Source: an optimization exercise on an open RTL-to-GDS flow (aim: small area, a short achievable clock period and few clock cycles per item). Production flows keep margins and buffers that such runs may drop. At most, simulation tests tie the RTL to the original design; equivalence was not proved.

v19:
==> module DT, before the edit <==
module DT(
	input			clk,
	input			reset,
	output	reg		done,
	output	reg		sti_rd,
	output		[9:0]	sti_addr,
	input		[15:0]	sti_di,
	output	reg		res_wr,
	output	reg		res_rd,
	output	reg	[13:0]	res_addr,
	output		[7:0]	res_do,
	input		[7:0]	res_di,
	output	reg		fw_finish
	);
function lt6;
	input [5:0] x, y;
	reg [5:0] gt, lt;
	integer i;
	begin
		lt6 = 1'b0;
		for (i = 0; i < 6; i = i + 1)
			lt6 = (~x[i] & y[i]) | (~(x[i] & ~y[i]) & lt6);
	end
endfunction
function [6:0] add7;
	input [6:0] x, y;
	reg [6:0] g, p, c;
	reg t;
	integer i, j, m;
	begin
		g = x & y;
		p = x ^ y;
		for (i = 0; i < 7; i = i + 1) begin
			c[i] = 1'b0;
			for (j = 0; j < i; j = j + 1) begin
				t = g[j];
				for (m = j + 1; m < i; m = m + 1)
					t = t & p[m];
				c[i] = c[i] | t;
			end
		end
		add7 = p ^ c;
	end
endfunction
function [9:0] inc10;
	input [9:0] x;
	reg t;
	integer i, m;
	begin
		for (i = 0; i < 10; i = i + 1) begin
			t = 1'b1;
			for (m = 0; m < i; m = m + 1)
				t = t & x[m];
			inc10[i] = x[i] ^ t;
		end
	end
endfunction
function [5:0] min6;
	input [5:0] x, y;
	min6 = lt6(x, y) ? x : y;
endfunction
function [3:0] lsb16;
	input [15:0] v;
	integer i;
	begin
		lsb16 = 4'd0;
		for (i = 15; i >= 0; i = i - 1)
			if (v[i]) lsb16 = i[3:0];
	end
endfunction
reg s_init, s_fdec, s_fra, s_frb, s_fw, s_fend;
reg s_bfind, s_bgo, s_bru, s_brv, s_bf, s_bl, s_bwn;
reg [5:0] do_r;		 
reg [5:0] a, b;		 
reg [9:0] wcnt;		 
reg [3:0] k;		 
reg xr;			 
reg fobj;		 
reg wv;			 
reg adj;		 
reg nc;			 
assign res_do = {2'b00, do_r};
assign sti_addr = wcnt ^ {10{fw_finish}};
wire [5:0] di = res_di[5:0];
wire [3:0] kn = k + (fw_finish ? 4'd1 : 4'd15);
wire xn = sti_di[kn];		 
wire [15:0] masked = sti_di & (16'hFFFF << k);
wire mz = (masked == 16'd0);
wire [3:0] f = lsb16(masked);
wire wend = (wcnt == 10'd1015);
wire flast = (res_addr == 14'd16382);
wire [5:0] min_adi = lt6(a, di) ? a : di;
wire [5:0] min_adi_p1 = min_adi + 6'd1;
wire [5:0] fm1 = do_r - 6'd1;
wire bwrite = lt6(a, fm1) || lt6(di, fm1);
wire fwr = (s_fdec & !fobj) | s_fw;		 
wire k15 = (k == 4'd15);
wire badv = (s_bgo & !adj) | (s_bl & !bwrite & !nc & !k15) | (s_bwn & !nc);
wire wadv = ((s_bgo & !adj) | (s_bwn & !nc)) & k15;
wire bnext = (s_bl & !bwrite & nc) | (s_bwn & nc);	 
wire [6:0] rsrc = s_bgo ? ~wcnt[9:3] : res_addr[13:7];
wire [6:0] csrc = s_bgo ? ~{wcnt[2:0], k} : res_addr[6:0];
wire r_up = (s_fdec & fobj) | s_brv | s_bl;
wire r_dn = s_fw | s_bf | (s_bgo & adj & !wv) | (s_fdec & !fobj & (res_addr[6:0] == 7'd127));
wire c_m1 = s_fw | s_bf | s_bru | s_bwn;
wire c_p1 = (s_fdec & !fobj) | s_fra | s_frb | (s_bgo & adj & !wv);
wire c_p2 = s_fdec & fobj & wv;
wire [6:0] rnext = add7(rsrc, r_up ? 7'h7f : {6'd0, r_dn});
wire [6:0] cnext = add7(csrc, c_m1 ? 7'h7f : {5'd0, c_p2, c_p1});
always @(posedge clk or negedge reset) begin
	if (!reset) begin
		s_init <= 1'b1;
		s_fdec <= 1'b0;
		s_fra <= 1'b0;
		s_frb <= 1'b0;
		s_fw <= 1'b0;
		s_fend <= 1'b0;
		s_bfind <= 1'b0;
		s_bgo <= 1'b0;
		s_bru <= 1'b0;
		s_brv <= 1'b0;
		s_bf <= 1'b0;
		s_bl <= 1'b0;
		s_bwn <= 1'b0;
		done <= 1'b0;
		fw_finish <= 1'b0;
		sti_rd <= 1'b0;
		res_wr <= 1'b0;
		res_rd <= 1'b0;
		res_addr <= 14'd16383;
		wcnt <= 10'd0;
		k <= 4'd15;
		xr <= 1'b0;
		fobj <= 1'b0;
		wv <= 1'b0;
	end else begin
		s_init <= 1'b0;
		s_fdec <= s_init | s_fw | (s_fdec & !fobj & !flast);
		s_fra <= s_fdec & fobj & !wv;
		s_frb <= s_fra;
		s_fw <= (s_fdec & fobj & wv) | s_frb;
		s_fend <= s_fdec & !fobj & flast;
		s_bfind <= s_fend | (s_bfind & mz & !wend) | badv;
		s_bgo <= s_bfind & !mz;
		s_bru <= s_bgo & adj & !wv;
		s_brv <= s_bru;
		s_bf <= (s_bgo & adj & wv) | s_brv | bnext;
		s_bl <= s_bf;
		s_bwn <= s_bl & (bwrite | (!nc & k15));
		done <= done | (s_bfind & mz & wend);
		if (s_fend) fw_finish <= 1'b1;
		res_rd <= (s_fdec & fobj) | s_fra | s_frb | (s_bgo & adj) | s_bru | s_brv | s_bf | bnext;
		res_wr <= fwr | (s_bgo & !adj) | (s_bl & bwrite);
		res_addr <= (s_bl & bwrite) ? ~{wcnt, k} : {rnext, cnext};
		sti_rd <= s_init | (fwr & (k == 4'd1)) | s_fend | (s_bfind & mz & !wend) | wadv;
		if (s_fend)
			wcnt <= 10'd8;
		else if ((fwr & (k == 4'd1)) | (s_bfind & mz & !wend) | wadv)
			wcnt <= inc10(wcnt);
		if (s_fend | (s_bfind & mz))
			k <= 4'd0;
		else if (s_bfind)
			k <= f;
		else if (fwr | (s_bgo & !adj) | (s_bl & !bwrite & (nc | !k15)) | s_bwn)
			k <= kn;
		if (fwr) xr <= xn;
		if (s_fdec & !fobj) fobj <= xn & xr;
		else if (s_fw) fobj <= xn;
		if ((s_fdec & !fobj) | s_fend | (s_bgo & !adj)) wv <= 1'b0;
		else if (s_fw | s_bl) wv <= 1'b1;
	end
end
always @(posedge clk) begin
	if (s_fend | (s_bfind & mz)) adj <= 1'b0;
	else if (s_bfind) adj <= adj & (f == k);
	else if (s_bgo) adj <= 1'b1;
	if (s_bf) nc <= xn & (k != 4'd15);
	if (s_init) do_r <= 6'd0;
	else if (s_fdec & !fobj) do_r <= {5'd0, xr};
	else if (s_fw) do_r <= min_adi_p1;
	else if (s_bgo & !adj) do_r <= 6'd1;
	else if (s_bf) do_r <= di;
	else if (s_bl & bwrite) do_r <= min_adi_p1;
	if (s_fdec & fobj) a <= wv ? min6(a, do_r) : do_r;
	else if (s_fra | s_frb | s_brv) a <= min_adi;
	else if (s_fw | s_bl) a <= min6(b, di);
	else if (s_bru) a <= di;
	else if (s_bf) a <= min6(a, do_r);
	if (s_frb | s_fw | s_brv | s_bl) b <= di;
end
endmodule
export LEC_CHECK = 0
export ABC_AREA = 1
export CAP_MARGIN = 20
export CORE_MARGIN = 2
export CORE_UTILIZATION = 55
export PLACE_DENSITY = 0.7
export SETUP_SLACK_MARGIN = 2.45
export SLEW_MARGIN = 20
create_clock -name core_clock -period 5.0 [get_ports {clk}]
standard.sh (not shown) runs the stock make flow with config.mk's settings and CLKGATE_MAP_FILE= SYNTH_SCRIPT=/design/flow/synth_recipe.tcl, a recipe that flattens the netlist after the stock synthesis.
==> flow/flow/run.sh <==
#!/bin/bash
# Standard layout, with plain buffers (instead of delay cells) on the ports.
set -o pipefail
bash standard.sh "BUFFER_PORTS_ARGS=-buffer_cell sky130_fd_sc_hd__buf_1" finish > flow.log 2>&1
Relative to v19, the following input files were edited for v8:
-- flow/design.v --
<<< v19, line 95
wire bwrite = lt6(a, fm1) || lt6(di, fm1);
wire fwr = (s_fdec & !fobj) | s_fw;		 
wire k15 = (k == 4'd15);
wire badv = (s_bgo & !adj) | (s_bl & !bwrite & !nc & !k15) | (s_bwn & !nc);
wire wadv = ((s_bgo & !adj) | (s_bwn & !nc)) & k15;
wire bnext = (s_bl & !bwrite & nc) | (s_bwn & nc);	 
wire [6:0] rsrc = s_bgo ? ~wcnt[9:3] : res_addr[13:7];
>>> v8, line 95
wire bwrite = lt6(a, fm1) || lt6(di, fm1);
wire fwr = (s_fdec & !fobj) | s_fw;		 
wire badv = (s_bgo & !adj) | (s_bl & !bwrite & !nc) | (s_bwn & !nc);	 
wire bnext = (s_bl & !bwrite & nc) | (s_bwn & nc);	 
wire [6:0] rsrc = s_bgo ? ~wcnt[9:3] : res_addr[13:7];
<<< v19, line 147
		s_bf <= (s_bgo & adj & wv) | s_brv | bnext;
		s_bl <= s_bf;
		s_bwn <= s_bl & (bwrite | (!nc & k15));
		done <= done | (s_bfind & mz & wend);
		if (s_fend) fw_finish <= 1'b1;
>>> v8, line 145
		s_bf <= (s_bgo & adj & wv) | s_brv | bnext;
		s_bl <= s_bf;
		s_bwn <= s_bl & bwrite;
		done <= done | (s_bfind & mz & wend);
		if (s_fend) fw_finish <= 1'b1;
<<< v19, line 153
		res_wr <= fwr | (s_bgo & !adj) | (s_bl & bwrite);
		res_addr <= (s_bl & bwrite) ? ~{wcnt, k} : {rnext, cnext};
		sti_rd <= s_init | (fwr & (k == 4'd1)) | s_fend | (s_bfind & mz & !wend) | wadv;
		if (s_fend)
			wcnt <= 10'd8;
		else if ((fwr & (k == 4'd1)) | (s_bfind & mz & !wend) | wadv)
			wcnt <= inc10(wcnt);
		if (s_fend | (s_bfind & mz))
>>> v8, line 151
		res_wr <= fwr | (s_bgo & !adj) | (s_bl & bwrite);
		res_addr <= (s_bl & bwrite) ? ~{wcnt, k} : {rnext, cnext};
		sti_rd <= s_init | (fwr & (k == 4'd1)) | s_fend | (s_bfind & mz & !wend) | (badv & (k == 4'd15));
		if (s_fend)
			wcnt <= 10'd8;
		else if ((fwr & (k == 4'd1)) | (s_bfind & mz & !wend) | (badv & (k == 4'd15)))
			wcnt <= inc10(wcnt);
		if (s_fend | (s_bfind & mz))
<<< v19, line 162
		else if (s_bfind)
			k <= f;
		else if (fwr | (s_bgo & !adj) | (s_bl & !bwrite & (nc | !k15)) | s_bwn)
			k <= kn;
		if (fwr) xr <= xn;
>>> v8, line 160
		else if (s_bfind)
			k <= f;
		else if (fwr | (s_bgo & !adj) | (s_bl & !bwrite) | s_bwn)
			k <= kn;
		if (fwr) xr <= xn;
==> run notes <==
Compared with v19, global-route wire length before repair in v8 decreased slightly.
v8 went all the way through the flow, and no timing, DRC or antenna check failed.
~same placement-stage cell area in v19 and v8
Reported for v19 and v8, count of input and output buffers turned out identical to the last digit.
Cmp v19 and v8 / non-clock buffer count / lower: v8
Compared with v19, v8 shows design area higher by about 0.7%.
Compared with v19, v8 shows a via count that is about 2.3% higher.
In the flow results for v19 and v8, the routed wirelength normalized by instance count is larger on v8.
Final-layout fill cell count went down by a few percent going from v19 to v8.
Summary — critical path depth, v8 relative to v19: lower, by 2.
Testbench counts of v8, summed over its fixed seeds: cycles 1,042,110, images 32.
Function not checked in v19: the RTL went through the layout flow alone.

## what the ideal ports hide
In the flow no input, the clock included, has a driving cell. The finished layouts below were timed again as built, in two steps. Step 1 (the two cells are an assumption about what drives the block):
set clk [get_ports {clk}]
set_driving_cell -lib_cell sky130_fd_sc_hd__clkbuf_16 $clk
set_driving_cell -lib_cell sky130_fd_sc_hd__buf_2 [delete_from_list [all_inputs] $clk]
Step 2 times the ports against the registers' clock, not the clock port: input delays grow and output delays shrink by t, the midpoint of the rising clock arrivals with the driver on. Three values: no drivers, after step 1, after step 2; two values: the first two.
run | shift t [ns] | slack for setup (ns) | clock arrival spread, ns
v19 | 0.383 | 2.506 / 2.475 / 2.092 | 0.011 / 0.011
v8 | 0.387 | 2.441 / 2.454 / 2.067 | 0.013 / 0.014
After both steps setup and hold are still met in every run listed. For v19, which loses most, drivers alone change the setup slack by -0.031 ns; drivers and shift together by -0.414 ns.
